Context: an optimization exercise on an open-source flow, tuned for small area. The choices shown serve that exercise and are no tape-out recipe. Function was checked by simulation only, so behaviour that the tests miss may differ from the original. No run shown here takes its clock network from TritonCTS; it comes from the design's own scripts or RTL. The flow treats the clock pin as an ideal source. Dropping or thinning the clock tree relies on that and would not hold on a real chip. Power is estimated from default activity; no workload was simulated.

==> flow/design.v <==
`timescale 1ns / 1ns
module Elevator(CLOCK_50, reset_n, SW, HEX0, LEDR, GPIO);
	input [5:0] SW;
	output [2:0] LEDR;
	output [4:0] GPIO;
	output [6:0] HEX0;
	input CLOCK_50;
	input reset_n;
	localparam [15:0] TICK_START = 16'h676B;
	localparam [15:0] TICK_END   = 16'h7AFD;
	localparam [15:0] TICK_POL   = 16'hAAAA;
	reg [15:0] tick_r;
	wire [15:0] tick = tick_r ^ TICK_POL;
	wire wrap = &(tick | ~TICK_END);
	wire [15:0] tick_next = (reset_n == 1'b0 || wrap) ? TICK_START :
	                        {tick[14:0], ~(tick[15] ^ tick[6])};
	reg delay;
	always @(posedge CLOCK_50)
	begin
		tick_r <= tick_next ^ TICK_POL;
		delay <= reset_n & wrap;
	end
	localparam [15:0] Q_NEXT0 = 16'b1011001010110010;
	localparam [15:0] Q_NEXT1 = 16'b0000101001111011;
	localparam [15:0] Q_NEXT2 = 16'b1010000100011111;
	localparam [15:0] Q_NEXT3 = 16'b1100000111100011;
	localparam [15:0] SEG0 = 16'b1100110000000000;
	localparam [15:0] SEG1 = 16'b0001010100010101;
	localparam [15:0] SEG2 = 16'b0011000100000001;
	localparam [15:0] SEG3 = 16'b1001100011001000;
	localparam [15:0] SEG4 = 16'b1000100010101100;
	localparam [15:0] SEG5 = 16'b1110000010100000;
	localparam [15:0] SEG6 = 16'b1000000010000011;
	localparam [3:0] Q_0 = 4'd1, Q_3 = 4'd5, Q_15 = 4'd12;
	reg [3:0] q;
	reg stop;
	wire [3:0] q_next = {Q_NEXT3[q], Q_NEXT2[q], Q_NEXT1[q], Q_NEXT0[q]};
	always @(posedge CLOCK_50)
	begin
		if (reset_n == 1'b0 || SW[0] == 1'b0 || q == Q_15)
			q <= Q_0;
		else if (delay)
			q <= q_next;
	end
	always @(posedge CLOCK_50)
	begin
		if (reset_n == 1'b0)
			stop <= 1'b0;
		else if (q == Q_3)
			stop <= 1'b1;
	end
	assign HEX0 = {SEG6[q], SEG5[q], SEG4[q], SEG3[q], SEG2[q], SEG1[q], SEG0[q]};
	StepperControl driver(CLOCK_50, reset_n, SW[3], SW[4], stop, wrap, LEDR[2:0], GPIO[3:0]);
	assign GPIO[4] = 1'b0;
endmodule
module StepperControl(clock, reset_n, reset, direction, stop, wrap, led, stepperPins);
input clock, reset_n, reset, direction, stop;
input wrap;
output [2:0] led;
output [3:0] stepperPins;
reg [2:0] SevenCount_n;
wire [2:0] SevenCount = ~SevenCount_n;
always @ (posedge clock)
begin
    if (reset_n == 0)
        SevenCount_n <= 3'b111;
    else if (wrap)
        SevenCount_n <= ~(SevenCount + 1'b1);
    else if (SevenCount == 3'b111 || reset == 0)
        SevenCount_n <= 3'b111;
end
assign led = SevenCount_n;
reg [5:0] sub;
reg [6:0] unit;
reg [3:0] slow;
wire sub_end  = ~(sub[5] | sub[3] | sub[1] | sub[0]);    
wire last_5   = (unit[6:5] == 2'b11) & (unit[3:0] == 4'b1111);  
wire slow_end = last_5 & ~sub[3];                          
wire hit = stop ? (slow > {1'b0, SevenCount}) : (unit[3:0] > {1'b0, SevenCount});
always @ (posedge clock)
begin
	if (reset_n == 0 || hit || sub_end || slow_end)
		sub <= 6'b111111;
	else
		sub <= {sub[4:0], sub[5] ^ sub[0]};
	if (reset_n == 0 || hit || slow_end)
		unit <= 7'd0;
	else if (sub_end)
		unit <= unit + 1'b1;
	if (reset_n == 0 || hit)
		slow <= 4'd0;
	else if (slow_end)
		slow <= slow + 1'b1;
end
localparam [7:0] STEP_NEXT0 = 8'b00110011;
localparam [7:0] STEP_NEXT1 = 8'b11100001;
localparam [7:0] STEP_NEXT2 = 8'b10101010;
localparam [7:0] PIN_F0 = 8'b11000100;
localparam [7:0] PIN_F1 = 8'b10100010;
localparam [7:0] PIN_F2 = 8'b00011010;
localparam [7:0] PIN_F3 = 8'b00001101;
localparam [7:0] PIN_B0 = 8'b00001101;
localparam [7:0] PIN_B1 = 8'b00011010;
localparam [7:0] PIN_B2 = 8'b10100010;
localparam [7:0] PIN_B3 = 8'b11000100;
reg [2:0] step;
always @ (posedge clock)
begin
	if (reset_n == 0)
		step <= 3'd0;
	else if (hit)
		step <= {STEP_NEXT2[step], STEP_NEXT1[step], STEP_NEXT0[step]};
end
assign stepperPins = direction ? {PIN_F3[step], PIN_F2[step], PIN_F1[step], PIN_F0[step]}
                               : {PIN_B3[step], PIN_B2[step], PIN_B1[step], PIN_B0[step]};
endmodule
==> flow/flow/run.sh <==
#!/bin/bash
# Layout flow: the standard ORFS flow (standard.sh) with
#  - synthesis mapped for area (flow/synth_area.tcl), kept only if its
#    registers are exactly the standard synthesis's (same names and cells);
#  - ports buffered with the smallest buffer;
#  - a one-level clock tree (flow/cts_pre.tcl);
set -euo pipefail
here=$(pwd)
res="$here/orfs/results/$FLOW_PLATFORM/Elevator/base"

regs() {
  # register instance, cell and output net of a synthesised netlist
  awk '/sky130_fd_sc_hd__df/ {cell=$1; name=$2} cell && /\.Q\(/ {print name, cell, $0; cell=""}' "$1" | sed 's/  */ /g' | sort
}

# 1. the standard synthesis, for reference
bash standard.sh synth > "$here/synth_standard.log" 2>&1
cp "$res/1_2_yosys.v" "$here/synth_standard.v"
regs "$here/synth_standard.v" > "$here/regs_standard.txt"

# 2. the area-mapped synthesis
rm -f "$res"/1_*
bash standard.sh synth SYNTH_SCRIPT="$here/flow/synth_area.tcl" > "$here/synth_area.log" 2>&1
regs "$res/1_2_yosys.v" > "$here/regs_area.txt"
if ! cmp -s "$here/regs_standard.txt" "$here/regs_area.txt"; then
  echo "registers differ from the standard synthesis: using the standard synthesis" | tee -a "$here/synth_area.log"
  rm -f "$res"/1_*
  bash standard.sh synth > "$here/synth_standard2.log" 2>&1
fi

# 3. the layout
bash standard.sh finish \
  BUFFER_PORTS_ARGS="-buffer_cell sky130_fd_sc_hd__buf_1" \
  PRE_CTS_TCL="$here/flow/cts_pre.tcl" \
  CORE_UTILIZATION= \
  > "$here/layout.log" 2>&1
==> flow/flow/abc_area.script <==
strash
&get -n
&fraig -x
&st
&dch -f
&nf -R 1000
&put
strash
&get -n
&dch -f
&nf -R 1000
&put
==> flow/flow/cts_pre.tcl <==
# Clock tree of one level (read by run.sh as PRE_CTS_TCL): the design has a few dozen registers, so the
# clock port drives clock_nbuf clock buffers, each placed at the centre
# of its group of registers (groups of equal size by k-means on the register positions).
# clock_tree_synthesis's H-tree would add a root buffer and larger leaves.
set ::clock_port CLOCK_50
set ::clock_buf sky130_fd_sc_hd__clkbuf_8
set ::clock_nbuf 3

rename ::clock_tree_synthesis ::my_orig_clock_tree_synthesis
proc ::clock_tree_synthesis {args} {
  global clock_port clock_buf clock_nbuf
  set block [ord::get_db_block]
  set db [ord::get_db]
  set clk_net [[$block findBTerm $clock_port] getNet]
  set master [$db findMaster $clock_buf]
  set k $clock_nbuf
  set sinks {}
  foreach iterm [$clk_net getITerms] {
    set box [[$iterm getInst] getBBox]
    lappend sinks [list $iterm [expr { ([$box xMin] + [$box xMax]) / 2.0 }] [expr { ([$box yMin] + [$box yMax]) / 2.0 }]]
  }
  set n [llength $sinks]
  # initial centres: sinks spread along the sorted x order
  set sorted [lsort -real -index 1 $sinks]
  set centres {}
  for {set c 0} {$c < $k} {incr c} {
    set s [lindex $sorted [expr { int(($c + 0.5) * $n / $k) }]]
    lappend centres [list [lindex $s 1] [lindex $s 2]]
  }
  # k-means with groups of at most ceil(n/k) registers: each round hands
  # the (register, centre) pairs out nearest first
  set cap [expr { ($n + $k - 1) / $k }]
  for {set it 0} {$it < 50} {incr it} {
    set pairs {}
    for {set i 0} {$i < $n} {incr i} {
      set s [lindex $sinks $i]
      for {set c 0} {$c < $k} {incr c} {
        set d [expr { ([lindex $s 1] - [lindex $centres $c 0]) ** 2 + ([lindex $s 2] - [lindex $centres $c 1]) ** 2 }]
        lappend pairs [list $d $i $c]
      }
    }
    set assign [lrepeat $n -1]
    set count [lrepeat $k 0]
    foreach p [lsort -real -index 0 $pairs] {
      lassign $p d i c
      if { [lindex $assign $i] < 0 && [lindex $count $c] < $cap } {
        lset assign $i $c
        lset count $c [expr { [lindex $count $c] + 1 }]
      }
    }
    set new {}
    for {set c 0} {$c < $k} {incr c} {
      set sx 0; set sy 0; set m 0
      foreach s $sinks a $assign {
        if { $a == $c } { set sx [expr { $sx + [lindex $s 1] }]; set sy [expr { $sy + [lindex $s 2] }]; incr m }
      }
      if { $m > 0 } { lappend new [list [expr { $sx / $m }] [expr { $sy / $m }]] } else { lappend new [lindex $centres $c] }
    }
    set centres $new
  }
  for {set c 0} {$c < $k} {incr c} {
    set inst [odb::dbInst_create $block $master clkbuf_0_$c]
    set net [odb::dbNet_create $block clknet_0_$c]
    $net setSigType CLOCK
    set m 0
    foreach s $sinks a $assign {
      if { $a == $c } {
        set iterm [lindex $s 0]
        $iterm disconnect
        $iterm connect $net
        incr m
      }
    }
    [$inst findITerm A] connect $clk_net
    [$inst findITerm X] connect $net
    $inst setLocation [expr { int([lindex $centres $c 0]) }] [expr { int([lindex $centres $c 1]) }]
    $inst setPlacementStatus PLACED
    puts "clock buffer clkbuf_0_$c ($clock_buf) drives $m clock pins"
  }
}
==> flow/flow/synth_area.tcl <==
# The standard synthesis (synth_recipe.tcl, sourced below) with two changes
# that only touch the combinational logic:
#  - extract_fa is skipped, so the adder and counter logic is not frozen
#    into half/full-adder cells before technology mapping;
#  - abc maps for area (abc_area.script in this folder) instead of speed.
# Registers, their names and cell types are those of the standard synthesis.
set my_flow_dir [file dirname [file normalize [info script]]]

proc extract_fa {args} {
  puts "extract_fa skipped by flow/synth_area.tcl"
}

proc abc {args} {
  global my_flow_dir
  set i [lsearch -exact $args -script]
  if { $i >= 0 } {
    set args [lreplace $args [expr { $i + 1 }] [expr { $i + 1 }] $my_flow_dir/abc_area.script]
  }
  puts "abc $args"
  yosys abc {*}$args
}

source [file join [file dirname $my_flow_dir] synth_recipe.tcl]
==> flow/standard.sh <==
#!/bin/bash
# synth_recipe.tcl (not shown) runs the flow's synth.tcl, then flattens the netlist and writes it again
# the make line also repeats each setting of config.mk as NAME=value (left out here)
make -C /OpenROAD-flow-scripts/flow DESIGN_CONFIG=/design/flow/config.mk WORK_HOME=/design/flow/orfs CLKGATE_MAP_FILE= SYNTH_SCRIPT=/design/flow/synth_recipe.tcl "${@:-finish}"
==> flow/config.mk <==
export PLATFORM = sky130hd
export DESIGN_NAME = Elevator
export DESIGN_NICKNAME = Elevator
export VERILOG_FILES = /design/flow/design.v
export SDC_FILE = /design/flow/constraint.sdc
export NUM_CORES = 4
export LEC_CHECK = 0
export CAP_MARGIN = 20
export CORE_AREA = 2 2 61 61
export DIE_AREA = 0 0 63 63
export GPL_TIMING_DRIVEN = 0
export SLEW_MARGIN = 20
==> flow/constraint.sdc <==
create_clock -name core_clock -period 10.0 [get_ports {CLOCK_50}]
set_input_delay 2.0000 -clock core_clock [delete_from_list [all_inputs] [get_ports {CLOCK_50}]]
set_output_delay 2.0000 -clock core_clock [all_outputs]
set_load 0.01 [all_outputs]
==> flow_summary.toml, run 1 <==
[status]
status = "complete, no violations"

[synth]
synth.top_cell.area_share_pct = 53.2
synth_area_sq_mm = 0.00169
ys_seq_area_share_pct = 53.2
synth_common_cells = "45 x dfxtp_1, 26 x nor2_1, 17 x a21oi_1, 17 x nand2_1, 12 x o21ai_0"
synth-async-reset-ratio_pct = 0
syn-num-nets = 197
synth_top_cell_by_area = "dfxtp_1"
synth_ff_type = "dfxtp_1"
yosysMostFrequentCell = "dfxtp_1"
syn_area_per_cell_sq_um = 8.96
yosys-top-cells-area = "dfxtp_1 53%, nor2_1 5.8%, a21oi_1 5.0%"
synth_edf_count = 0
syn_inst = 189
synth_cell_types = 35
synth.ff_latch_count = 45
yosys_warnings = 2

[cts]
cts-resized-gates = 0
clk_latency_ns = 0.15
clkSlewWorstSetupHoldPaths_ns = 0.08
ctsHoldBuffers = 0
post_cts_buffers = 0

[routing]
ant_nets = 0
vias_per_cell = 5.30
dr.pass1.iters = 5
wl_per_cell_microns = 11.5
drc = 0
drtIter0Drc = 90
vias = 1357
wirelength_mm = 2.95

[setup_path]
cp-end-kind = "primary output"
crit_arrival_ns = 2.60
rr_startpoint = "driver.SevenCount_n[1]$_SDFFE_PN1P_"
crit_slowest_cell = "buf_1"
crit_path_frequent_cell = "buf_1"
critPathMaxStageDelay_ns = 0.23
rr_worst_depth = 7
worstPathMaxFanout = 6
rrSetupSlack_ns = 7.49
rr_endpoint = "driver.sub[0]$_SDFF_PP1_"
critPathKind = "in -> out"
required_ns = 8.00
path_cells = "buf_1 > mux2i_1 > buf_1"
start_kind = "primary input"

[power_and_ir_drop]
irDropWorstVdd_mv = 0.0660
switching_share_pct = 19.0
seq_power_share_pct = 70.2
p_int_w = 0.000216
p_clk_share_pct = 26.0
power_leakage_nw = 0.673
pwr-share-comb_pct = 3.8
switchingPower_w = 0.0000508
powerDensity_mw_per_mm2 = 143

[global_route]
antenna_found_initial = 0
overflow = 0
grt_pass1_vias = 1229
gr-usage-all-layers_pct = 15.5
grt_start_max_net_pins = 19
grt_pass1_wl_mm = 5.29

[hold_path]
hold_path_end = "tick_r[11]$_DFF_P_"
min_from = "tick_r[10]$_SDFF_PP1_"
hold_depth = 1
hold_path_class = "reg -> reg"

[timing]
rsz0062_at_grt = "no"
slew_viol_final = 0
worst_clock_skew_ns = 0.00477
relSlewSlack_pct = 48.9
timing.fmax_ghz = 0.217
worstMarginPinSlew_ns = 0.757
period_share_pct = 46.0
setup_violations = 0
min_period_ns = 4.60
final.setup.tns_ns = 0
hold_violations = 0

[cells_and_area]
post-route-cell-area_sq_mm = 0.00187
syn2layout_area_growth_pct = 10.2
antennaDiodeCount = 0
nets = 220
drive_gt1_share_pct = 2.38

[placed_design]
finalWeightedCongestion = 0.747
placed_cell_area_sq_mm = 0.00182
portBuffers = 18
hpwl_mm = 2.16

[floorplan]
die_area_sq_mm = 0.00397
dieHeight_microns = 63
rows = 21
fp.dieW_microns = 63
core_area_sq_mm = 0.00334
initial_core_util_pct = 50.7
pin_count = 23

[flow_run]
maxCapViolations = 0
-- logic make-up (layout without fill, tap and decap cells) --
group	after synthesis	after routing	share of synthesized area, %
simple gates	85	85	24.8
flops	45	45	53.2
compound gates	43	43	14.7
xor+xnor	8	8	4.14
buf+inv	4	25	1.11
mux	3	3	1.77
other cells	1	1	0.222
-- registers in the layout, indices dropped and copies added, names as in the netlist --
name,count
delay,1
driver.SevenCount_n,3
driver.slow,4
driver.step,3
driver.sub,6
driver.unit,7
q,4
stop,1
tick_r,16
-- metal layers --
layer  global-route usage [%]  part of all wire (%)  vias up  wire, microns
li1                         -                     -      706              -
met1                     20.1                    47      623           1400
met2                     29.0                    48       23           1410
met3                     1.08                   3.5        5            104
met4                     1.39                   1.3        0             38
met5                        0                     0        -              0
-- final cells by class --
| type | count | area, sq um |
|---|---|---|
| Buffer | 4 | 48.8 |
| Fill cell | 327 | 1470 |
| Inverter | 3 | 11.3 |
| Multi-Input combinational cell | 140 | 779 |
| Sequential cell | 45 | 901 |
| Tap cell | 46 | 57.6 |
| Timing Repair Buffer | 18 | 67.6 |
-- metrics by stage --
| step | std cells | setup WS (ns) | utilization (%) | hold slack [ns] | power [W] |
|---|---|---|---|---|---|
| floorplan | 189 | 5.72 | - | 0.343 | 0.000198 |
| global placement | 253 | 5.43 | 54.5 | 0.348 | 0.000201 |
| detailed placement | 253 | 5.40 | 54.5 | 0.357 | 0.000202 |
| CTS | 256 | 5.40 | 55.7 | 0.357 | 0.000257 |
| global route | 256 | 5.32 | 55.9 | 0.390 | 0.000280 |
| finish | 256 | 5.40 | 55.9 | 0.373 | 0.000267 |
-- worst max path at each step --
stage	from	end	slack, ns	cells after the start
2_1_floorplan	SW[4]	GPIO[3]	5.72	1
3_3_place_gp	SW[4]	GPIO[2]	5.43	3
3_5_place_dp	SW[4]	GPIO[2]	5.40	3
4_1_cts	SW[4]	GPIO[1]	5.40	3
5_1_grt	SW[4]	GPIO[1]	5.32	3
6_report	SW[4]	GPIO[1]	5.40	3
-- cells in the final DEF, fill, tap and decap left out, types with 2 or more instances in the layout --
master and n:
nand2b_1 4, buf_1 18, xor2_1 2, dfxtp_1 45, clkinv_1 3, nand3_1 2, a31oi_1 3, mux2i_1 3
nor2_1 26, nor3_1 7, or3_1 7, clkbuf_8 3, nand3b_1 2, nand2_1 17, nor2b_1 9, and2_0 2
a21oi_1 17, o21ai_0 12, o22ai_1 2, xnor2_1 6, and3_1 2, a22oi_1 2, nand4_1 2
-- worst max-delay path: cells and delay by family --
family   cells  cell delay (ns)
buf+inv      2             0.39
mux          1             0.21
-- power groups by stage --
stage	Clock, W	Sequential, W	Combinational [W]
after floorplan	0	0.000191	0.00000679
after global placement	0	0.000191	0.0000100
after detailed placement	0	0.000192	0.0000103
after CTS	0.0000546	0.000192	0.0000104
after global routing	0.0000797	0.000188	0.0000117
final	0.0000695	0.000187	0.0000101
==> run 2: changes to the inputs <==
--- a/flow/config.mk
+++ b/flow/config.mk
@@ -9,4 +9,3 @@
 export CORE_AREA = 2 2 61 61
 export DIE_AREA = 0 0 63 63
-export GPL_TIMING_DRIVEN = 0
 export SLEW_MARGIN = 20
==> run 2 against run 1 <==
Effect of this change:
- largest power group unchanged
- power hardly changed
- still clean on timing, DRC and antenna
- sequential power about the same
- largest cell class unchanged
- worst setup slack better by 0.0049 ns
- utilization about the same
- critical path depth unchanged
- final area about the same
- global-route usage down 0.27 points
- sequential share of layout area about the same
- clock power is essentially flat
==> flow_summary.toml, run 2 <==
[status]
status = "complete, no violations"

[routing]
dr.pass1.iters = 4
wirelength_mm = 2.97
drc = 0
wl_per_cell_microns = 11.6
vias_per_cell = 5.23
drtIter0Drc = 49
vias = 1344
ant_nets = 0

[setup_path]
worstSetupEndpoint = "GPIO[2]"
crit_arrival_ns = 2.59
rr_endpoint = "driver.sub[0]$_SDFF_PP1_"
rrSetupSlack_ns = 7.53
required_ns = 8.00
cp-end-kind = "primary output"
start_kind = "primary input"
rr_startpoint = "driver.SevenCount_n[1]$_SDFFE_PN1P_"
rr_worst_depth = 7
worstPathMaxFanout = 6
startpoint = "SW[4]"
critPathKind = "in -> out"

[cts]
cts-resized-gates = 0
clk_latency_ns = 0.15
ctsHoldBuffers = 0
clkSlewWorstSetupHoldPaths_ns = 0.09
post_cts_buffers = 0

[timing]
min_period_ns = 4.59
period_share_pct = 45.9
worst_clock_skew_ns = 0.00237
slew_viol_final = 0
final.setup.tns_ns = 0
relSlewSlack_pct = 45.1
hold_violations = 0
worstMarginPinSlew_ns = 0.814
rsz0062_at_grt = "no"
timing.fmax_ghz = 0.218
setup_violations = 0

[floorplan]
dieHeight_microns = 63
core_area_sq_mm = 0.00334
die_area_sq_mm = 0.00397
pin_count = 23
fp.dieW_microns = 63
rows = 21
initial_core_util_pct = 50.7

[cells_and_area]
largest-register = "tick_r"
multi_input_area_sq_um = 773
reg_top3 = "tick_r x16, driver.unit x7, driver.sub x6"
antennaDiodeCount = 0
regArea_sq_um = 901
syn2layout_area_growth_pct = 10.3
drive_gt1_share_pct = 2.37
layout_common_cells = "45 x dfxtp_1, 26 x nor2_1, 18 x buf_1, 17 x a21oi_1, 17 x nand2_1"
fill_cells = 331
largest_reg_flops = 16
final_common_cell = "dfxtp_1"
nets = 221

[synth]
synth_common_cells = "45 x dfxtp_1, 26 x nor2_1, 17 x a21oi_1, 17 x nand2_1, 12 x o21ai_0"
synth_area_sq_mm = 0.00169
syn_inst = 189
yosys_warnings = 2
synth_top_cell_by_area = "dfxtp_1"
synth.ff_latch_count = 45
synth.top_cell.area_share_pct = 53.2
synth_cell_types = 35
synth_edf_count = 0
syn_area_per_cell_sq_um = 8.96
yosysMostFrequentCell = "dfxtp_1"
synth_ff_type = "dfxtp_1"
syn-num-nets = 197
synth-async-reset-ratio_pct = 0
ys_seq_area_share_pct = 53.2
yosys-top-cells-area = "dfxtp_1 53%, nor2_1 5.8%, a21oi_1 5.0%"

[power_and_ir_drop]
p_total_w = 0.000267
powerDensity_mw_per_mm2 = 143
irDropWorstVdd_mv = 0.0657
power_leakage_nw = 0.678

[global_route]
grt_start_max_net_pins = 19
antenna_found_initial = 0
overflow = 0
grt_pass1_wl_mm = 5.15
grt_pass1_vias = 1167
gr-usage-all-layers_pct = 15.2

[placed_design]
finalWeightedCongestion = 0.738
hpwl_mm = 2.16
portBuffers = 18

[hold_path]
hold_path_class = "reg -> reg"

[flow_run]
maxCapViolations = 0
-- run 2: worst max-delay path, cell delays in order --
cell	delay, ns
buf_1	0.22
mux2i_1	0.21
buf_1	0.16
-- run 2: area by class of cell --
class / count / share of cell area [%]
timing repair buffer: 20 / 4.42
inverter: 3 / 0.603
buffer: 3 / 2.21
multi-input combinational: 140 / 41.4
sequential: 45 / 48.3
tap: 46 / 3.08
-- run 2: report_power, final --
group | total (W) | internal, W | switching (W) | leakage [nW]
sequential | 0.000187 | 0.000184 | 0.00000301 | 0.368
combinational | 0.0000103 | 0.00000422 | 0.00000606 | 0.288
clock | 0.0000695 | 0.0000277 | 0.0000419 | 0.0216
-- run 2: worst min-delay path by stage --
stage                                startpoint                 end  slack [ns]  cells after the start
final                     tick_r[10]$_SDFF_PP1_  tick_r[11]$_DFF_P_        0.38                      1
after global placement    tick_r[10]$_SDFF_PP1_  tick_r[11]$_DFF_P_        0.35                      1
after global routing      tick_r[10]$_SDFF_PP1_  tick_r[11]$_DFF_P_        0.40                      1
after floorplan           tick_r[10]$_SDFF_PP1_  tick_r[11]$_DFF_P_        0.34                      1
after CTS                 tick_r[10]$_SDFF_PP1_  tick_r[11]$_DFF_P_        0.36                      1
after detailed placement  tick_r[10]$_SDFF_PP1_  tick_r[11]$_DFF_P_        0.36                      1
-- run 2: through the flow --
step	hold slack [ns]	cell area [sq um]	setup WS [ns]	util (%)	instances
6_report	0.379	1870	5.41	55.9	257
5_1_grt	0.396	1870	5.34	55.9	257
4_1_cts	0.357	1870	5.39	55.9	257
3_5_place_dp	0.357	1830	5.39	54.7	254
3_3_place_gp	0.347	1830	5.43	54.7	254
2_1_floorplan	0.343	1690	5.72	-	189
-- run 2: cells by family (layout without fill, tap and decap cells) --
kind of cell	count (synthesis)	count (layout)	share of synthesized area, %
xor gates and xnor gates	8	8	4.14
and+or+nand+nor	85	85	24.8
other	1	1	0.222
AOI/OAI and AO/OA	43	43	14.7
buffers and inverters	4	26	1.11
muxes	3	3	1.77
DFF	45	45	53.2
-- run 2: routing by layer --
layer	routed length, microns	global-route usage [%]	share of wire, %	vias to the layer above
li1	-	-	-	709
met1	1400	20.6	47	612
met2	1430	27.0	48	18
met3	95	1.08	3.2	5
met4	48	2.22	1.6	0
met5	0	0	0	-
==> run 3: changes to the inputs <==
--- a/flow/flow/cts_pre.tcl
+++ b/flow/flow/cts_pre.tcl
@@ -4,5 +4,5 @@
 # clock_tree_synthesis's H-tree would add a root buffer and larger leaves.
 set ::clock_port CLOCK_50
-set ::clock_buf sky130_fd_sc_hd__clkbuf_8
+set ::clock_buf sky130_fd_sc_hd__buf_6
 set ::clock_nbuf 3
 
==> run 3 against run 2 <==
Effect of this change:
- first-iteration DRC count increased by 2.0%
- sequential power is essentially flat
- sequential cell count is the same
- utilization fell by 0.22 points
- critical path depth unchanged
- register-to-register slack is essentially flat
- clock power shrank 4.7%
- global-route usage stayed put
- area after synthesis unchanged
- synthesized cell count stayed put
- combinational power hardly changed
- worst setup slack is the same
- critical path type unchanged
- largest power group unchanged
==> flow_summary.toml, run 3 <==
[power_and_ir_drop]
p_int_w = 0.000213
seq_power_share_pct = 71.0
irDropWorstVdd_mv = 0.0634
p_total_w = 0.000264
p_clk_share_pct = 25.1
power_leakage_nw = 0.675
powerDensity_mw_per_mm2 = 142
switchingPower_w = 0.0000511
pwr-share-comb_pct = 3.9
switching_share_pct = 19.4

[setup_path]
worstSetupEndpoint = "GPIO[2]"
start_kind = "primary input"
critPathKind = "in -> out"
rrSetupSlack_ns = 7.53
cp-end-kind = "primary output"
rr_worst_depth = 7
required_ns = 8.00
startpoint = "SW[4]"
rr_endpoint = "driver.sub[0]$_SDFF_PP1_"
rr_startpoint = "driver.SevenCount_n[1]$_SDFFE_PN1P_"
worstPathMaxFanout = 6
crit_arrival_ns = 2.59

[placed_design]
pre_cts_ws_ns = 5.39
post-place-cells = 254
finalWeightedCongestion = 0.738
portBuffers = 18
hpwl_mm = 2.16

[timing]
slew_viol_final = 0
worstMarginPinSlew_ns = 0.814
min_period_ns = 4.59
period_share_pct = 45.9
final.setup.tns_ns = 0
rsz0062_at_grt = "no"
relSlewSlack_pct = 45.0
setup_violations = 0
timing.fmax_ghz = 0.218
worst_clock_skew_ns = 0.00311
setup_ws_ns = 5.41
hold_violations = 0

[synth]
yosysMostFrequentCell = "dfxtp_1"
synth.top_cell.area_share_pct = 53.2
ys_seq_area_share_pct = 53.2
synth_top_cell_by_area = "dfxtp_1"
yosys_warnings = 2
yosys-top-cells-area = "dfxtp_1 53%, nor2_1 5.8%, a21oi_1 5.0%"
synth_common_cells = "45 x dfxtp_1, 26 x nor2_1, 17 x a21oi_1, 17 x nand2_1, 12 x o21ai_0"
synth_area_sq_mm = 0.00169
synth_cell_types = 35
synth.ff_latch_count = 45
syn_inst = 189
synth_edf_count = 0
synth_ff_type = "dfxtp_1"
syn_area_per_cell_sq_um = 8.96
synth-async-reset-ratio_pct = 0
syn-num-nets = 197

[cells_and_area]
drive_gt1_share_pct = 2.37
reg_top3 = "tick_r x16, driver.unit x7, driver.sub x6"
largest_reg_flops = 16
layout.cells.non_filler = 257
layout_common_cells = "45 x dfxtp_1, 26 x nor2_1, 18 x buf_1, 17 x a21oi_1, 17 x nand2_1"
nets = 221
syn2layout_area_growth_pct = 9.83
final_common_cell = "dfxtp_1"
largest-register = "tick_r"
antennaDiodeCount = 0

[routing]
wl_per_cell_microns = 11.6
dr.pass1.iters = 4
vias_per_cell = 5.23
ant_nets = 0
drtIter0Drc = 50
wirelength_mm = 2.98
drc = 0
vias = 1345

[global_route]
antenna_found_initial = 0
grt_pass1_wl_mm = 5.15
grt_pass1_vias = 1167
gr-usage-all-layers_pct = 15.2
grt_start_max_net_pins = 19
overflow = 0

[floorplan]
dieHeight_microns = 63
die_area_sq_mm = 0.00397
rows = 21
fp.dieW_microns = 63
initial_core_util_pct = 50.7
pin_count = 23
core_area_sq_mm = 0.00334

[status]
status = "complete, no violations"

[hold_path]
min_from = "tick_r[10]$_SDFF_PP1_"
hold_path_class = "reg -> reg"

[cts]
post_cts_buffers = 0
clkSlewWorstSetupHoldPaths_ns = 0.10
cts-resized-gates = 0
clk_latency_ns = 0.12
ctsHoldBuffers = 0

[flow_run]
maxCapViolations = 0
-- run 3: cell count changes in the layout (fill, tap and decap cells not counted) --
cell / before / now
clkbuf_8: 3 / 0
buf_6: 0 / 3
-- run 3: power groups by stage --
stage | combinational, W | clock, W | sequential, W
after global placement | 0.0000100 | 0 | 0.000191
after CTS | 0.0000105 | 0.0000512 | 0.000192
after floorplan | 0.00000679 | 0 | 0.000191
after global routing | 0.0000117 | 0.0000752 | 0.000188
after detailed placement | 0.0000103 | 0 | 0.000192
final | 0.0000103 | 0.0000662 | 0.000187
-- run 3: worst min-delay path by stage --
stage | end | cells past startpoint
after floorplan | tick_r[11]$_DFF_P_ | 1
after global placement | tick_r[11]$_DFF_P_ | 1
after detailed placement | tick_r[11]$_DFF_P_ | 1
after CTS | tick_r[11]$_DFF_P_ | 1
after global routing | tick_r[11]$_DFF_P_ | 1
final | tick_r[11]$_DFF_P_ | 1
-- run 3: critical path, cell delays in order --
cell     delay, ns
buf_1         0.22
mux2i_1       0.21
buf_1         0.16
-- run 3: cells by family (layout without fill, tap and decap cells) --
logic type | Yosys count | count (layout) | share of synthesized area [%]
XOR/XNOR | 8 | 8 | 4.14
flip-flops | 45 | 45 | 53.2
AND/OR/NAND/NOR | 85 | 85 | 24.8
AO/OA/AOI/OAI | 43 | 43 | 14.7
multiplexers | 3 | 3 | 1.77
other | 1 | 1 | 0.222
buffers and inverters | 4 | 26 | 1.11
-- run 3: cell type report --
class	instances	area (sq um)
Fill cell	332	1480
Multi-Input combinational cell	140	773
Buffer	3	33.8
Inverter	3	11.3
Sequential cell	45	901
Tap cell	46	57.6
Timing Repair Buffer	20	82.6
-- run 3: metal layers --
metal	GRT usage, %	share of wire, %	up-vias	wire (microns)
met1	20.6	47	611	1410
met2	27.0	48	18	1430
met5	0	0	-	0
li1	-	-	711	-
met3	1.08	3.2	5	96
met4	2.22	1.6	0	48
-- run 3: through the flow --
step	util, %	hold slack (ns)	instance area [sq um]
finish	55.7	0.381	1860
global route	55.7	0.399	1860
CTS	55.7	0.357	1860
detailed placement	54.7	0.357	1830
global placement	54.7	0.347	1830
floorplan	-	0.343	1690
==> run 4: changes to the inputs <==
--- a/flow/flow/run.sh
+++ b/flow/flow/run.sh
@@ -2,5 +2,6 @@
 # Layout flow: the standard ORFS flow (standard.sh) with
 #  - synthesis mapped for area (flow/synth_area.tcl), kept only if its
-#    registers are exactly the standard synthesis's (same names and cells);
+#    registers are exactly the standard synthesis's (same names and cells),
+#    with the smallest buffer for pass-through outputs;
 #  - ports buffered with the smallest buffer;
 #  - a one-level clock tree (flow/cts_pre.tcl);
@@ -21,5 +22,6 @@
 # 2. the area-mapped synthesis
 rm -f "$res"/1_*
-bash standard.sh synth SYNTH_SCRIPT="$here/flow/synth_area.tcl" > "$here/synth_area.log" 2>&1
+bash standard.sh synth SYNTH_SCRIPT="$here/flow/synth_area.tcl" \
+  MIN_BUF_CELL_AND_PORTS="sky130_fd_sc_hd__buf_1 A X" > "$here/synth_area.log" 2>&1
 regs "$res/1_2_yosys.v" > "$here/regs_area.txt"
 if ! cmp -s "$here/regs_standard.txt" "$here/regs_area.txt"; then
==> flow/flow/abc_area1.script (new file) <==
strash
&get -n
&fraig -x
&st
&dch -f
&nf -R 1000
&put
strash
&get -n
&dch -f
&nf -R 1000
&put
==> flow/flow/abc_area10.script (new file) <==
strash
dc2
&get -n
&fraig -x
&st
&dch
&nf -R 5000
&put
strash
&get -n
&dch -f
&nf -R 5000
&put
==> flow/flow/abc_area11.script (new file) <==
strash
balance
rewrite
refactor
balance
rewrite -z
refactor -z
balance
&get -n
&st
&dch
&nf -R 2000
&put
strash
&get -n
&dch -f
&nf -R 2000
&put
==> flow/flow/abc_area12.script (new file) <==
strash
dc2
&get -n
&st
&dch
&nf -R 2000
&put
==> flow/flow/abc_area2.script (new file) <==
strash
&get -n
&fraig -x
&st
&dch -f
&nf -R 1000
&put
strash
&get -n
&dch -f
&nf -R 1000
&put
strash
&get -n
&dch -f
&nf -R 1000
&put
==> flow/flow/abc_area3.script (new file) <==
&get -n
&st
&dch -f
&nf -R 1000
&put
==> flow/flow/abc_area4.script (new file) <==
strash
&get -n
&fraig -x
&st
&dc2
&dch -f
&nf -R 1000
&put
==> flow/flow/abc_area6.script (new file) <==
strash
dc2
&get -n
&fraig -x
&st
&dch
&nf -R 2000
&put
strash
&get -n
&dch -f
&nf -R 2000
&put
==> flow/flow/abc_area8.script (new file) <==
strash
&get -n
&fraig -x
&st
&dc2
&dch -f
&nf -R 1000
&put
strash
dch -f
map -a
==> flow/flow/abc_area9.script (new file) <==
strash
dc2
dc2
&get -n
&fraig -x
&st
&dch
&nf -R 2000
&put
strash
&get -n
&dch -f
&nf -R 2000
&put
==> flow/flow/synth_area.tcl (replaced) <==
# The standard synthesis (synth_recipe.tcl, sourced below) with two changes
# that only touch the combinational logic:
#  - extract_fa is skipped, so the adder and counter logic is not frozen
#    into half/full-adder cells before technology mapping;
#  - abc maps for area: it runs once with each abc_area*.script in this
#    folder and keeps the mapping with the smallest cell area.
# Registers, their names and cell types are those of the standard synthesis.
set my_flow_dir [file dirname [file normalize [info script]]]

proc extract_fa {args} {
  puts "extract_fa skipped by flow/synth_area.tcl"
}

proc abc {args} {
  global my_flow_dir
  set i [lsearch -exact $args -script]
  set lib [lindex $args [expr { [lsearch -exact $args -liberty] + 1 }]]
  yosys design -save my_pre_abc
  set best_area ""
  foreach script [lsort [glob $my_flow_dir/abc_area*.script]] {
    yosys design -load my_pre_abc
    set try_args [lreplace $args [expr { $i + 1 }] [expr { $i + 1 }] $script]
    puts "abc $try_args"
    yosys abc {*}$try_args
    set stat_file $my_flow_dir/../abc_try.stat
    yosys tee -q -o $stat_file stat -liberty $lib
    set f [open $stat_file r]
    set text [read $f]
    close $f
    regexp {Chip area for module[^:]*:\s*([0-9.]+)} $text -> area
    puts "abc with [file tail $script]: cell area $area"
    if { $best_area eq "" || $area < $best_area } {
      set best_area $area
      yosys design -save my_best_abc
    }
  }
  yosys design -load my_best_abc
  puts "abc: kept the mapping with cell area $best_area"
}

source [file join [file dirname $my_flow_dir] synth_recipe.tcl]
--- a/flow/config.mk
+++ b/flow/config.mk
@@ -9,3 +9,4 @@
 export CORE_AREA = 2 2 61 61
 export DIE_AREA = 0 0 63 63
+export GPL_TIMING_DRIVEN = 0
 export SLEW_MARGIN = 20
removed: flow/flow/abc_area.script
==> run 4 against run 3 <==
Effect of this change:
- global-route usage is 1.1 points higher
- still clean on timing, DRC and antenna
- power up 0.39%
- via count up 1.5%
- area after synthesis down 1.7%
- sequential share of layout area rose by 0.96 points
==> flow_summary.toml, run 4 <==
[status]
status = "complete, no violations"

[timing]
hold_violations = 0
setup_violations = 0
period_share_pct = 46.2
worstMarginPinSlew_ns = 0.811
final.setup.tns_ns = 0
timing.fmax_ghz = 0.217
min_period_ns = 4.62
slew_viol_final = 0
rsz0062_at_grt = "no"
worst_clock_skew_ns = 0.00526
relSlewSlack_pct = 45.3

[cells_and_area]
fill_cells = 348
nets = 221
post-route-cell-area_sq_mm = 0.00182
drive_gt1_share_pct = 1.42
antennaDiodeCount = 0
regArea_sq_um = 901
final_common_cell = "dfxtp_1"
multi_input_area_sq_um = 744
reg_top3 = "tick_r x16, driver.unit x7, driver.sub x6"
largest-register = "tick_r"
syn2layout_area_growth_pct = 9.55
largest_reg_flops = 16
layout_common_cells = "45 x dfxtp_1, 30 x nor2_1, 20 x nand2_1, 19 x buf_1, 16 x a21oi_1"

[routing]
wl_met3_microns = 138
wirelength_mm = 3.14
top_layer = "met4"
drtIter0Drc = 61
ant_nets = 0
wl_met1_mm = 1.49
met2_length_mm = 1.49
wl_per_cell_microns = 12.2
dr.pass1.iters = 4
vias = 1365
drc = 0
vias_per_cell = 5.31

[placed_design]
finalWeightedCongestion = 0.776
hpwl_mm = 2.25
placed_cell_area_sq_mm = 0.00179
portBuffers = 18

[setup_path]
crit_arrival_ns = 2.62
crit_slowest_cell = "buf_1"
critPathTopFamily = "buffers and inverters"
rr_endpoint = "driver.sub[0]$_SDFF_PP1_"
start_kind = "primary input"
rr_startpoint = "driver.SevenCount_n[1]$_SDFFE_PN1P_"
critPathKind = "in -> out"
rrSetupSlack_ns = 7.50
path_buf_inv = 2
worst-path-stages = 3
path_cells = "buf_1 > mux2i_1 > buf_1"
crit_path_frequent_cell = "buf_1"
required_ns = 8.00
rr_worst_depth = 6
worstPathMaxFanout = 6
critPathMaxStageDelay_ns = 0.22
cp-end-kind = "primary output"

[cts]
post_cts_buffers = 0
ctsHoldBuffers = 0
cts-resized-gates = 0
clkSlewWorstSetupHoldPaths_ns = 0.09
clk_latency_ns = 0.13

[synth]
syn-num-nets = 198
synth_common_cells = "45 x dfxtp_1, 30 x nor2_1, 20 x nand2_1"
synth.top_cell.area_share_pct = 54.1
synth_cell_types = 30
yosys_warnings = 2
syn_area_per_cell_sq_um = 8.76
synth_edf_count = 0
synth_ff_type = "dfxtp_1"
yosys-top-cells-area = "dfxtp_1 54%, nor2_1 6.8%, a21oi_1 4.8%"
yosysMostFrequentCell = "dfxtp_1"
syn_inst = 190
synth_top_cell_by_area = "dfxtp_1"
ys_seq_area_share_pct = 54.1
synth_area_sq_mm = 0.00166
synth-async-reset-ratio_pct = 0
synth.ff_latch_count = 45

[flow_run]
maxCapViolations = 0

[global_route]
grt_pass1_wl_mm = 5.55
overflow = 0
antenna_found_initial = 0
grt_pass1_vias = 1238
grt_start_max_net_pins = 16
gr-usage-all-layers_pct = 16.3

[hold_path]
min_from = "tick_r[10]$_SDFF_PP1_"
hold_path_end = "tick_r[11]$_DFF_P_"
hold_path_class = "reg -> reg"
hold_depth = 1

[floorplan]
core_area_sq_mm = 0.00334
dieHeight_microns = 63
die_area_sq_mm = 0.00397
pin_count = 23
fp.dieW_microns = 63
rows = 21
initial_core_util_pct = 49.9

[power_and_ir_drop]
powerDensity_mw_per_mm2 = 145
power_leakage_nw = 0.662
irDropWorstVdd_mv = 0.0662
[run 4: cell count changes after synthesis, moves of 2 or more]
cell / change
xnor2_1: -2
nor2_1: +4
nand2b_1: -2
o21ai_0: +2
nor2b_1: -7
and2_0: +3
nand2_1: +3
nor4_1: +2
[run 4: per-stage QoR]
step           hold slack, ns  util (%)  setup slack [ns]  std cells  power [W]
4_1_cts                 0.352      54.6              5.39        257   0.000253
3_3_place_gp            0.353      53.6              5.43        254   0.000201
5_1_grt                 0.384      54.6              5.29        257   0.000274
6_report                0.372      54.6              5.38        257   0.000265
3_5_place_dp            0.352      53.6              5.39        254   0.000202
2_1_floorplan           0.343         -              5.72        190   0.000197
[run 4: worst max-delay path by stage]
stage | end | slack (ns) | start
after CTS | GPIO[1] | 5.39 | SW[4]
after detailed placement | GPIO[2] | 5.39 | SW[4]
after global routing | GPIO[0] | 5.29 | SW[4]
after floorplan | GPIO[3] | 5.72 | SW[4]
final | GPIO[1] | 5.38 | SW[4]
after global placement | GPIO[1] | 5.43 | SW[4]
[run 4: where the power goes]
| part | switching [W] | total, W | internal, W |
|---|---|---|---|
| logic | 0.00000651 | 0.0000102 | 0.00000369 |
| clock network | 0.0000431 | 0.0000673 | 0.0000242 |
| registers | 0.00000307 | 0.000188 | 0.000184 |
| total | 0.0000527 | 0.000265 | 0.000212 |
[run 4: metal layers]
metal,vias up,track usage (%)
met3,3,1.26
met4,0,1.94
met1,629,22.2
met2,22,29.1
li1,711,-
met5,-,0
[run 4: area by class of cell]
class / count / share of cell area (%)
Inverter: 4 / 0.824
Sequential cell: 45 / 49.4
Timing Repair Buffer: 18 / 3.71
Tap cell: 46 / 3.16
Multi-Input combinational cell: 140 / 40.8
Buffer: 4 / 2.06
[run 4: worst register-to-register path: cells and delay by family (launching register included)]
| kind | cells | cell delay (ns) |
|---|---|---|
| simple gates | 3 | 1.20 |
| compound gates | 3 | 0.79 |
| flops | 1 | 0.41 |
[run 4: cells by family after synthesis]
group / Yosys count / share of synthesized area, %
XOR/XNOR: 5 / 2.63
multiplexers: 4 / 2.41
other: 1 / 0.225
flip-flops: 45 / 54.1
buffers and inverters: 5 / 1.13
AO/OA/AOI/OAI: 43 / 14.9
AND/OR/NAND/NOR: 87 / 24.6
==> run 5: changes to the inputs <==
--- a/flow/design.v
+++ b/flow/design.v
@@ -21,16 +21,16 @@
 		delay <= reset_n & wrap;
 	end
-	localparam [15:0] Q_NEXT0 = 16'b1011001010110010;
-	localparam [15:0] Q_NEXT1 = 16'b0000101001111011;
-	localparam [15:0] Q_NEXT2 = 16'b1010000100011111;
-	localparam [15:0] Q_NEXT3 = 16'b1100000111100011;
-	localparam [15:0] SEG0 = 16'b1100110000000000;
-	localparam [15:0] SEG1 = 16'b0001010100010101;
-	localparam [15:0] SEG2 = 16'b0011000100000001;
-	localparam [15:0] SEG3 = 16'b1001100011001000;
-	localparam [15:0] SEG4 = 16'b1000100010101100;
-	localparam [15:0] SEG5 = 16'b1110000010100000;
-	localparam [15:0] SEG6 = 16'b1000000010000011;
-	localparam [3:0] Q_0 = 4'd1, Q_3 = 4'd5, Q_15 = 4'd12;
+	localparam [15:0] Q_NEXT0 = 16'b0111000010001111;
+	localparam [15:0] Q_NEXT1 = 16'b1010101010101010;
+	localparam [15:0] Q_NEXT2 = 16'b1100110011001100;
+	localparam [15:0] Q_NEXT3 = 16'b1111000011110000;
+	localparam [15:0] SEG0 = 16'b0101000010100000;
+	localparam [15:0] SEG1 = 16'b1010110010010000;
+	localparam [15:0] SEG2 = 16'b1010101000000000;
+	localparam [15:0] SEG3 = 16'b0001100100101010;
+	localparam [15:0] SEG4 = 16'b0001010100100110;
+	localparam [15:0] SEG5 = 16'b0101001100000100;
+	localparam [15:0] SEG6 = 16'b1001000101000000;
+	localparam [3:0] Q_0 = 4'd6, Q_3 = 4'd2, Q_15 = 4'd11;
 	reg [3:0] q;
 	reg stop;
--- a/flow/flow/cts_pre.tcl
+++ b/flow/flow/cts_pre.tcl
@@ -4,6 +4,6 @@
 # clock_tree_synthesis's H-tree would add a root buffer and larger leaves.
 set ::clock_port CLOCK_50
-set ::clock_buf sky130_fd_sc_hd__buf_6
-set ::clock_nbuf 3
+set ::clock_buf sky130_fd_sc_hd__buf_8
+set ::clock_nbuf 2
 
 rename ::clock_tree_synthesis ::my_orig_clock_tree_synthesis
==> run 5 against run 4 <==
Effect of this change:
- still clean on timing, DRC and antenna
- clock power fell by 4.8%
- synthesized cell count fell by 1.6%
- clock skew is 0.00083 ns lower
- power fell by 1.4%
- critical path depth did not move
- utilization decreased by 0.52 points
- cell count is 1.2% lower
==> flow_summary.toml, run 5 <==
[global_route]
antenna_found_initial = 0
grt_use_met3_pct = 1.08
met2_usage_pct = 29.9
top_usage_layer = "met2"
overflow = 0
grt.met1_usage_pct = 18.4
grt_start_max_net_pins = 24
gr-usage-all-layers_pct = 15.1
grt_pass1_vias = 1221
grt_pass1_wl_mm = 5.21

[setup_path]
worstPathMaxFanout = 6
start_kind = "primary input"
critPathKind = "in -> out"
required_ns = 8.00
cp-end-kind = "primary output"
crit_arrival_ns = 2.60

[timing]
slew_viol_final = 0
worst_clock_skew_ns = 0.00443
setup_violations = 0
hold_violations = 0
worstMarginPinSlew_ns = 0.627
period_share_pct = 46.0
setup_ws_ns = 5.40
timing.fmax_ghz = 0.217
relSlewSlack_pct = 57.7
min_period_ns = 4.60
rsz0062_at_grt = "no"
final.setup.tns_ns = 0

[placed_design]
placed_cell_area_sq_mm = 0.00177
portBuffers = 18
finalWeightedCongestion = 0.713
hpwl_mm = 2.21
pre_cts_ws_ns = 5.39

[cells_and_area]
syn2layout_area_growth_pct = 9.73
fill_cells = 340
nets = 218
post-route-cell-area_sq_mm = 0.00181
reg_top3 = "tick_r x16, driver.unit x7, driver.sub x6"
drive_gt1_share_pct = 1.44
largest_reg_flops = 16
antennaDiodeCount = 0
final_common_cell = "dfxtp_1"
largest-register = "tick_r"
layout_common_cells = "45 x dfxtp_1, 26 x nand2_1, 25 x nor2_1, 19 x buf_1"

[cts]
clk_latency_ns = 0.14
cts-resized-gates = 0
ctsHoldBuffers = 0
post_cts_buffers = 0
clkSlewWorstSetupHoldPaths_ns = 0.11

[synth]
synthAdderAreaFrac_pct = 0
synth.top_cell.area_share_pct = 54.8
synth.area.mux_share_pct = 1.83
synth-xor-area-share_pct = 4.26
synth_compound_area_share_pct = 15.3
synth_common_cells = "45 x dfxtp_1, 26 x nand2_1, 25 x nor2_1"
yosysMostFrequentCell = "dfxtp_1"
synth_ff_type = "dfxtp_1"
synth_area_sq_mm = 0.00165
synth_top_family_by_area = "simple AND/OR/NAND/NOR gates"
synth_cell_types = 28
syn_inst = 187
syn_area_per_cell_sq_um = 8.80
synth-async-reset-ratio_pct = 0
synth.ff_latch_count = 45
yosys-top-cells-area = "dfxtp_1 55%, nand2_1 5.9%, nor2_1 5.7%"
ys_seq_area_share_pct = 54.8
yosys.area_share.simple_pct = 22.1
synth_top_cell_by_area = "dfxtp_1"
yosys_warnings = 2
syn-num-nets = 195
synth_edf_count = 0

[power_and_ir_drop]
irDropWorstVdd_mv = 0.0992
powerDensity_mw_per_mm2 = 145
power_leakage_nw = 0.661

[routing]
drc = 0
vias = 1370
drtIter0Drc = 74
ant_nets = 0
vias_per_cell = 5.39
wl_per_cell_microns = 11.6
dr.pass1.iters = 4
wirelength_mm = 2.94

[floorplan]
die_area_sq_mm = 0.00397
dieHeight_microns = 63
rows = 21
core_area_sq_mm = 0.00334
fp.dieW_microns = 63
pin_count = 23
initial_core_util_pct = 49.3

[hold_path]
hold_path_class = "reg -> reg"

[status]
status = "complete, no violations"

[flow_run]
maxCapViolations = 0
run 5: cell count changes in the layout (fill, tap and decap cells not counted), moves of 3 or more:
cell / before / now
nand2_1: 20 / 26
nor2_1: 30 / 25
and2_0: 5 / 2
buf_6: 3 / 0
xnor2_1: 4 / 7
run 5: path summary, 6_finish.rpt:
check                                       from                       end  slack [ns]  cells past startpoint
max                                        SW[4]                   GPIO[2]        5.40                      3
min                        tick_r[10]$_SDFF_PP1_        tick_r[11]$_DFF_P_        0.38                      1
max reg2reg  driver.SevenCount_n[1]$_SDFFE_PN1P_  driver.sub[0]$_SDFF_PP1_        7.50                      6
min reg2reg                tick_r[10]$_SDFF_PP1_        tick_r[11]$_DFF_P_        0.38                      1
run 5: cells by family after synthesis:
| kind of cell | Yosys count |
|---|---|
| AOI/OAI and AO/OA | 43 |
| and+or+nand+nor | 80 |
| other | 1 |
| buffers and inverters | 7 |
| xor gates and xnor gates | 8 |
| muxes | 3 |
| DFF | 45 |
run 5: worst max-delay path, cell delays in order:
cell	delay (ns)
buf_1	0.22
mux2i_1	0.21
buf_1	0.17
run 5: per-layer routing:
metal	up-vias	routed length, microns
li1	695	-
met1	653	1340
met2	18	1500
met3	4	80
met4	0	20
met5	-	0
run 5: final cells by class:
class / count / area [sq um] / area share [%]
Buffer: 3 / 33.8 / 1.87
Inverter: 6 / 22.5 / 1.25
Multi-Input combinational cell: 135 / 718 / 39.8
Sequential cell: 45 / 901 / 49.9
Tap cell: 46 / 57.6 / 3.19
Timing Repair Buffer: 19 / 72.6 / 4.02
run 5: report_power, final:
part,internal (W),switching [W]
Clock,0.0000230,0.0000411
Sequential,0.000184,0.00000305
Combinational,0.00000363,0.00000625
run 5: stage by stage:
step | util, % | std cells | total power, W | hold WS (ns)
finish | 54.1 | 254 | 0.000261 | 0.384
CTS | 54.0 | 253 | 0.000252 | 0.360
floorplan | - | 187 | 0.000197 | 0.343
global route | 54.1 | 254 | 0.000274 | 0.411
global placement | 53.1 | 251 | 0.000201 | 0.351
detailed placement | 53.1 | 251 | 0.000202 | 0.355
==> run 6: changes to the inputs <==
--- a/flow/flow/cts_pre.tcl
+++ b/flow/flow/cts_pre.tcl
@@ -4,6 +4,6 @@
 # clock_tree_synthesis's H-tree would add a root buffer and larger leaves.
 set ::clock_port CLOCK_50
-set ::clock_buf sky130_fd_sc_hd__buf_8
-set ::clock_nbuf 2
+set ::clock_buf sky130_fd_sc_hd__buf_4
+set ::clock_nbuf 4
 
 rename ::clock_tree_synthesis ::my_orig_clock_tree_synthesis
==> run 6 against run 5 <==
Effect of this change:
- register-to-register slack about the same
- worst setup slack better by 0.0017 ns
- highest routed layer unchanged
- area after synthesis unchanged
==> flow_summary.toml, run 6 <==
[routing]
ant_nets = 0
vias = 1378
wl_per_cell_microns = 11.7
vias_per_cell = 5.38
wirelength_mm = 2.98
dr.pass1.iters = 4
drc = 0
drtIter0Drc = 86

[cells_and_area]
antennaDiodeCount = 0
multi_input_area_sq_um = 718
reg_top3 = "tick_r x16, driver.unit x7, driver.sub x6"
drive_gt1_share_pct = 2.38
largest-register = "tick_r"
largest_reg_flops = 16
nets = 220
fill_cells = 344
syn2layout_area_growth_pct = 9.73
final_common_cell = "dfxtp_1"
layout_common_cells = "45 x dfxtp_1, 26 x nand2_1, 25 x nor2_1, 19 x buf_1"
fin_util_pct = 54.1
regArea_sq_um = 901

[floorplan]
pin_count = 23
dieHeight_microns = 63
initial_core_util_pct = 49.3
core_area_sq_mm = 0.00334
fp.dieW_microns = 63
rows = 21
die_area_sq_mm = 0.00397

[synth]
synth_ff_type = "dfxtp_1"
synth_top_cell_by_area = "dfxtp_1"
syn_area_per_cell_sq_um = 8.80
synth.ff_latch_count = 45
synth.top_cell.area_share_pct = 54.8
yosys_warnings = 2
ys_seq_area_share_pct = 54.8
synth_area_sq_mm = 0.00165
yosys-top-cells-area = "dfxtp_1 55%, nand2_1 5.9%, nor2_1 5.7%"
synth_edf_count = 0
yosysMostFrequentCell = "dfxtp_1"
synth_cell_types = 28
syn_inst = 187
syn-num-nets = 195
synth-async-reset-ratio_pct = 0
synth_common_cells = "45 x dfxtp_1, 26 x nand2_1, 25 x nor2_1"

[placed_design]
finalWeightedCongestion = 0.713
hpwl_mm = 2.21
portBuffers = 18

[setup_path]
crit_arrival_ns = 2.60
path_cells = "buf_1 > mux2i_1 > buf_1"
worstSetupEndpoint = "GPIO[2]"
critPathKind = "in -> out"
required_ns = 8.00
rr_startpoint = "driver.SevenCount_n[0]$_SDFFE_PN1P_"
crit_slowest_cell = "buf_1"
crit_path_frequent_cell = "buf_1"
cp-end-kind = "primary output"
worstPathMaxFanout = 6
rr_worst_depth = 6
rrSetupSlack_ns = 7.50
start_kind = "primary input"
startpoint = "SW[4]"
rr_endpoint = "driver.sub[0]$_SDFF_PP1_"
critPathMaxStageDelay_ns = 0.22

[power_and_ir_drop]
powerDensity_mw_per_mm2 = 143
switching_share_pct = 19.2
p_clk_share_pct = 23.8
switchingPower_w = 0.0000498
power_leakage_nw = 0.665
p_int_w = 0.000209
irDropWorstVdd_mv = 0.0945
seq_power_share_pct = 72.4
pwr-share-comb_pct = 3.8

[cts]
clk_latency_ns = 0.14
cts-resized-gates = 0
clkSlewWorstSetupHoldPaths_ns = 0.10
post_cts_buffers = 0
ctsHoldBuffers = 0

[timing]
final.setup.tns_ns = 0
worstMarginPinSlew_ns = 0.627
min_period_ns = 4.60
relSlewSlack_pct = 57.8
hold_violations = 0
timing.fmax_ghz = 0.218
rsz0062_at_grt = "no"
slew_viol_final = 0
period_share_pct = 46.0
hold_slack_ns = 0.382
setup_violations = 0
worst_clock_skew_ns = 0.00444

[global_route]
antenna_found_initial = 0
grt_start_max_net_pins = 14
grt_pass1_vias = 1248
overflow = 0
grt_pass1_wl_mm = 5.36
gr-usage-all-layers_pct = 15.6

[flow_run]
maxCapViolations = 0

[hold_path]
hold_path_class = "reg -> reg"

[status]
status = "complete, no violations"
run 6: cell count changes in the layout (fill, tap and decap cells not counted):
| cell | previous run | this run |
|---|---|---|
| buf_8 | 2 | 0 |
| buf_4 | 0 | 4 |
run 6: area by class of cell:
class	count	share of cell area, %
Buffer	5	1.87
Multi-Input combinational cell	135	39.8
Inverter	6	1.25
Sequential cell	45	49.9
Timing Repair Buffer	19	4.02
Tap cell	46	3.19
run 6: cell families (layout without fill, tap and decap cells):
| family | count (synthesis) | after routing | share of synthesized area, % |
|---|---|---|---|
| flops | 45 | 45 | 54.8 |
| compound gates | 43 | 43 | 15.3 |
| mux | 3 | 3 | 1.83 |
| buf+inv | 7 | 30 | 1.60 |
| simple gates | 80 | 80 | 22.1 |
| other cells | 1 | 1 | 0.228 |
| xor+xnor | 8 | 8 | 4.26 |
run 6: through the flow:
step	power, W	cell area [sq um]	instances	setup slack (ns)
6_report	0.000259	1810	256	5.40
5_1_grt	0.000272	1810	256	5.36
4_1_cts	0.000250	1800	255	5.39
3_5_place_dp	0.000202	1770	251	5.39
3_3_place_gp	0.000201	1770	251	5.43
2_1_floorplan	0.000197	1650	187	5.72
run 6: how the worst min path moves through the flow:
stage                          start                  to  slack [ns]  cells after the start
4_1_cts        tick_r[10]$_SDFF_PP1_  tick_r[11]$_DFF_P_        0.36                      1
5_1_grt         tick_r[8]$_SDFF_PP1_   tick_r[9]$_DFF_P_        0.41                      1
3_3_place_gp   tick_r[10]$_SDFF_PP1_  tick_r[11]$_DFF_P_        0.35                      1
3_5_place_dp   tick_r[10]$_SDFF_PP1_  tick_r[11]$_DFF_P_        0.35                      1
6_report       tick_r[10]$_SDFF_PP1_  tick_r[11]$_DFF_P_        0.38                      1
2_1_floorplan  tick_r[10]$_SDFF_PP1_  tick_r[11]$_DFF_P_        0.34                      1
run 6: power groups by stage:
stage	Combinational [W]	Clock, W	Sequential [W]
CTS	0.0000101	0.0000482	0.000192
global placement	0.00000961	0	0.000191
floorplan	0.00000648	0	0.000191
finish	0.00000990	0.0000615	0.000187
global route	0.0000115	0.0000719	0.000188
detailed placement	0.00000999	0	0.000192
run 6: routing by layer:
metal | wire, microns | vias to the layer above | track usage (%)
met5 | 0 | - | 0
met4 | 34 | 0 | 1.67
met3 | 79 | 5 | 1.26
met2 | 1540 | 15 | 31.1
met1 | 1330 | 660 | 18.2
li1 | - | 698 | -
run 6: worst max-delay path: cells and delay by family:
family,cells,cell delay (ns)
buffers and inverters,2,0.39
muxes,1,0.21
==> run 7: changes to the inputs <==
--- a/flow/config.mk
+++ b/flow/config.mk
@@ -6,7 +6,7 @@
 export NUM_CORES = 4
 export LEC_CHECK = 0
-export CAP_MARGIN = 20
+export CAP_MARGIN = 5
 export CORE_AREA = 2 2 61 61
 export DIE_AREA = 0 0 63 63
 export GPL_TIMING_DRIVEN = 0
-export SLEW_MARGIN = 20
+export SLEW_MARGIN = 5
==> run 7 against run 6 <==
Effect of this change:
- still clean on timing, DRC and antenna
- power about the same
- combinational power about the same
- utilization decreased by 0.15 points
- wire length decreased by 0.27%
- worst setup slack unchanged
- first-iteration DRC count increased by 1.2%
- critical endpoint unchanged
- highest routed layer unchanged
==> flow_summary.toml, run 7 <==
[cts]
cts-resized-gates = 0
clkSlewWorstSetupHoldPaths_ns = 0.10
clk_latency_ns = 0.14
ctsHoldBuffers = 0
post_cts_buffers = 0

[power_and_ir_drop]
switching_share_pct = 19.3
switchingPower_w = 0.0000499
p_int_w = 0.000209
power_leakage_nw = 0.661
p_clk_share_pct = 23.8
irDropWorstVdd_mv = 0.0945
seq_power_share_pct = 72.4
powerDensity_mw_per_mm2 = 144
pwr-share-comb_pct = 3.8

[synth]
synth_edf_count = 0
yosys_warnings = 2
syn_area_per_cell_sq_um = 8.80
syn-num-nets = 195
syn_inst = 187
synth_area_sq_mm = 0.00165
synth_cell_types = 28
synth.top_cell.area_share_pct = 54.8
synth-async-reset-ratio_pct = 0
synth_common_cells = "45 x dfxtp_1, 26 x nand2_1, 25 x nor2_1"
synth_ff_type = "dfxtp_1"
synth_top_cell_by_area = "dfxtp_1"
ys_seq_area_share_pct = 54.8
synth.ff_latch_count = 45
yosys-top-cells-area = "dfxtp_1 55%, nand2_1 5.9%, nor2_1 5.7%"
yosysMostFrequentCell = "dfxtp_1"

[cells_and_area]
layout_common_cells = "45 x dfxtp_1, 26 x nand2_1, 25 x nor2_1, 19 x buf_1"
fill_cells = 345
fin_util_pct = 54.0
final_common_cell = "dfxtp_1"
antennaDiodeCount = 0
drive_gt1_share_pct = 1.91
largest_reg_flops = 16
reg_top3 = "tick_r x16, driver.unit x7, driver.sub x6"
syn2layout_area_growth_pct = 9.43
largest-register = "tick_r"
nets = 219

[timing]
setup_violations = 0
slew_viol_final = 0
relSlewSlack_pct = 33.0
hold_slack_ns = 0.382
timing.fmax_ghz = 0.218
worst_clock_skew_ns = 0.00367
worstMarginPinSlew_ns = 0.997
period_share_pct = 46.0
rsz0062_at_grt = "no"
hold_violations = 0
min_period_ns = 4.60
setup_ws_ns = 5.40
final.setup.tns_ns = 0

[setup_path]
crit_slowest_cell = "buf_1"
crit_arrival_ns = 2.60
critPathKind = "in -> out"
path_cells = "buf_1 > mux2i_1 > buf_1"
start_kind = "primary input"
crit_path_frequent_cell = "buf_1"
cp-end-kind = "primary output"
rr_worst_depth = 6
required_ns = 8.00
worstPathMaxFanout = 6
critPathMaxStageDelay_ns = 0.22

[floorplan]
fp.dieW_microns = 63
die_area_sq_mm = 0.00397
pin_count = 23
core_area_sq_mm = 0.00334
initial_core_util_pct = 49.3
rows = 21
dieHeight_microns = 63

[global_route]
grt_start_max_net_pins = 14
grt_pass1_wl_mm = 5.36
antenna_found_initial = 0
overflow = 0
grt_pass1_vias = 1248
gr-usage-all-layers_pct = 15.6

[routing]
vias_per_cell = 5.39
vias = 1375
drc = 0
wirelength_mm = 2.98
ant_nets = 0
dr.pass1.iters = 4
drtIter0Drc = 87
wl_per_cell_microns = 11.7

[status]
status = "complete, no violations"

[flow_run]
maxCapViolations = 0

[placed_design]
hpwl_mm = 2.21
portBuffers = 18
pre_cts_ws_ns = 5.39
finalWeightedCongestion = 0.713

[hold_path]
hold_path_class = "reg -> reg"
hold_depth = 1
-- run 7: power groups by stage --
| stage | sequential, W | clock (W) | combinational [W] |
|---|---|---|---|
| 2_1_floorplan | 0.000191 | 0 | 0.00000648 |
| 3_3_place_gp | 0.000191 | 0 | 0.00000961 |
| 3_5_place_dp | 0.000192 | 0 | 0.00000999 |
| 4_1_cts | 0.000192 | 0.0000482 | 0.0000101 |
| 5_1_grt | 0.000188 | 0.0000719 | 0.0000115 |
| 6_report | 0.000187 | 0.0000616 | 0.00000989 |
-- run 7: worst max-delay path: cells and delay by family --
| family | cells | cell delay [ns] |
|---|---|---|
| mux | 1 | 0.21 |
| buf+inv | 2 | 0.39 |
-- run 7: per-layer routing --
metal | global-route usage [%] | up-vias | share of wire (%)
li1 | - | 697 | -
met1 | 18.2 | 655 | 44
met2 | 31.1 | 18 | 52
met3 | 1.26 | 5 | 2.9
met4 | 1.67 | 0 | 1.1
met5 | 0 | - | 0
-- run 7: layout make-up --
| cell class | count | area, sq um | share of cell area [%] |
|---|---|---|---|
| Buffer | 5 | 33.8 | 1.88 |
| Tap cell | 46 | 57.6 | 3.20 |
| Sequential cell | 45 | 901 | 50.0 |
| Inverter | 6 | 22.5 | 1.25 |
| Timing Repair Buffer | 18 | 67.6 | 3.75 |
| Multi-Input combinational cell | 135 | 718 | 39.9 |
-- run 7: kinds of logic (layout without fill, tap and decap cells) --
group	count (synthesis)	after routing	synth area share, %
buffers and inverters	7	29	1.60
and+or+nand+nor	80	80	22.1
xor gates and xnor gates	8	8	4.26
muxes	3	3	1.83
AOI/OAI and AO/OA	43	43	15.3
DFF	45	45	54.8
other	1	1	0.228
-- run 7: worst paths after layout --
check             slack, ns                           startpoint                  endpoint
hold / removal         0.38                tick_r[10]$_SDFF_PP1_        tick_r[11]$_DFF_P_
hold reg to reg        0.38                tick_r[10]$_SDFF_PP1_        tick_r[11]$_DFF_P_
setup reg to reg       7.50  driver.SevenCount_n[0]$_SDFFE_PN1P_  driver.sub[0]$_SDFF_PP1_
setup / recovery       5.40                                SW[4]                   GPIO[2]
-- run 7: metrics by stage --
step	total power, W	cell area (sq um)	cells
after floorplan	0.000197	1650	187
after global placement	0.000201	1770	251
after detailed placement	0.000202	1770	251
after CTS	0.000250	1800	255
after global routing	0.000272	1800	255
final	0.000259	1800	255

port drivers added, routing unchanged:
No port has a modelled driver above. Below, the same layouts with a new extraction and two added sets of constraints. Step 1 (the two cells are an assumption about what drives the block):
set clk [get_ports {CLOCK_50}]
set_driving_cell -lib_cell sky130_fd_sc_hd__clkbuf_16 $clk
set_driving_cell -lib_cell sky130_fd_sc_hd__buf_2 [delete_from_list [all_inputs] $clk]
Step 2 adds t to the input delays and takes it off the output delays; t is the mean of the earliest and latest rising clock arrival at the registers after step 1. Input paths then give back, and output paths get back, about the clock's delay inside the block. Three values: ideal ports, drivers, drivers and shift; two values: the first two.
run | shift t [ns] | setup WS [ns] | latest minus earliest clock arrival (ns) | worst register clock-pin slew, ns
run 1 | 0.191 | 5.401 / 5.380 / 5.380 | 0.005 / 0.005 | 0.09 / 0.09
run 2 | 0.192 | 5.406 / 5.385 / 5.385 | 0.003 / 0.003 | 0.09 / 0.09
run 3 | 0.171 | 5.406 / 5.385 / 5.385 | 0.004 / 0.003 | 0.10 / 0.10
run 4 | 0.175 | 5.385 / 5.360 / 5.360 | 0.008 / 0.007 | 0.10 / 0.10
run 5 | 0.177 | 5.402 / 5.379 / 5.379 | 0.005 / 0.004 | 0.11 / 0.11
run 6 | 0.178 | 5.404 / 5.381 / 5.381 | 0.005 / 0.004 | 0.10 / 0.10
run 7 | 0.179 | 5.404 / 5.381 / 5.381 | 0.004 / 0.004 | 0.10 / 0.10
After both steps every run listed still meets setup and hold. The setup slack of run 4, which loses most, moves by -0.025 ns with the drivers and by -0.025 ns with both steps.
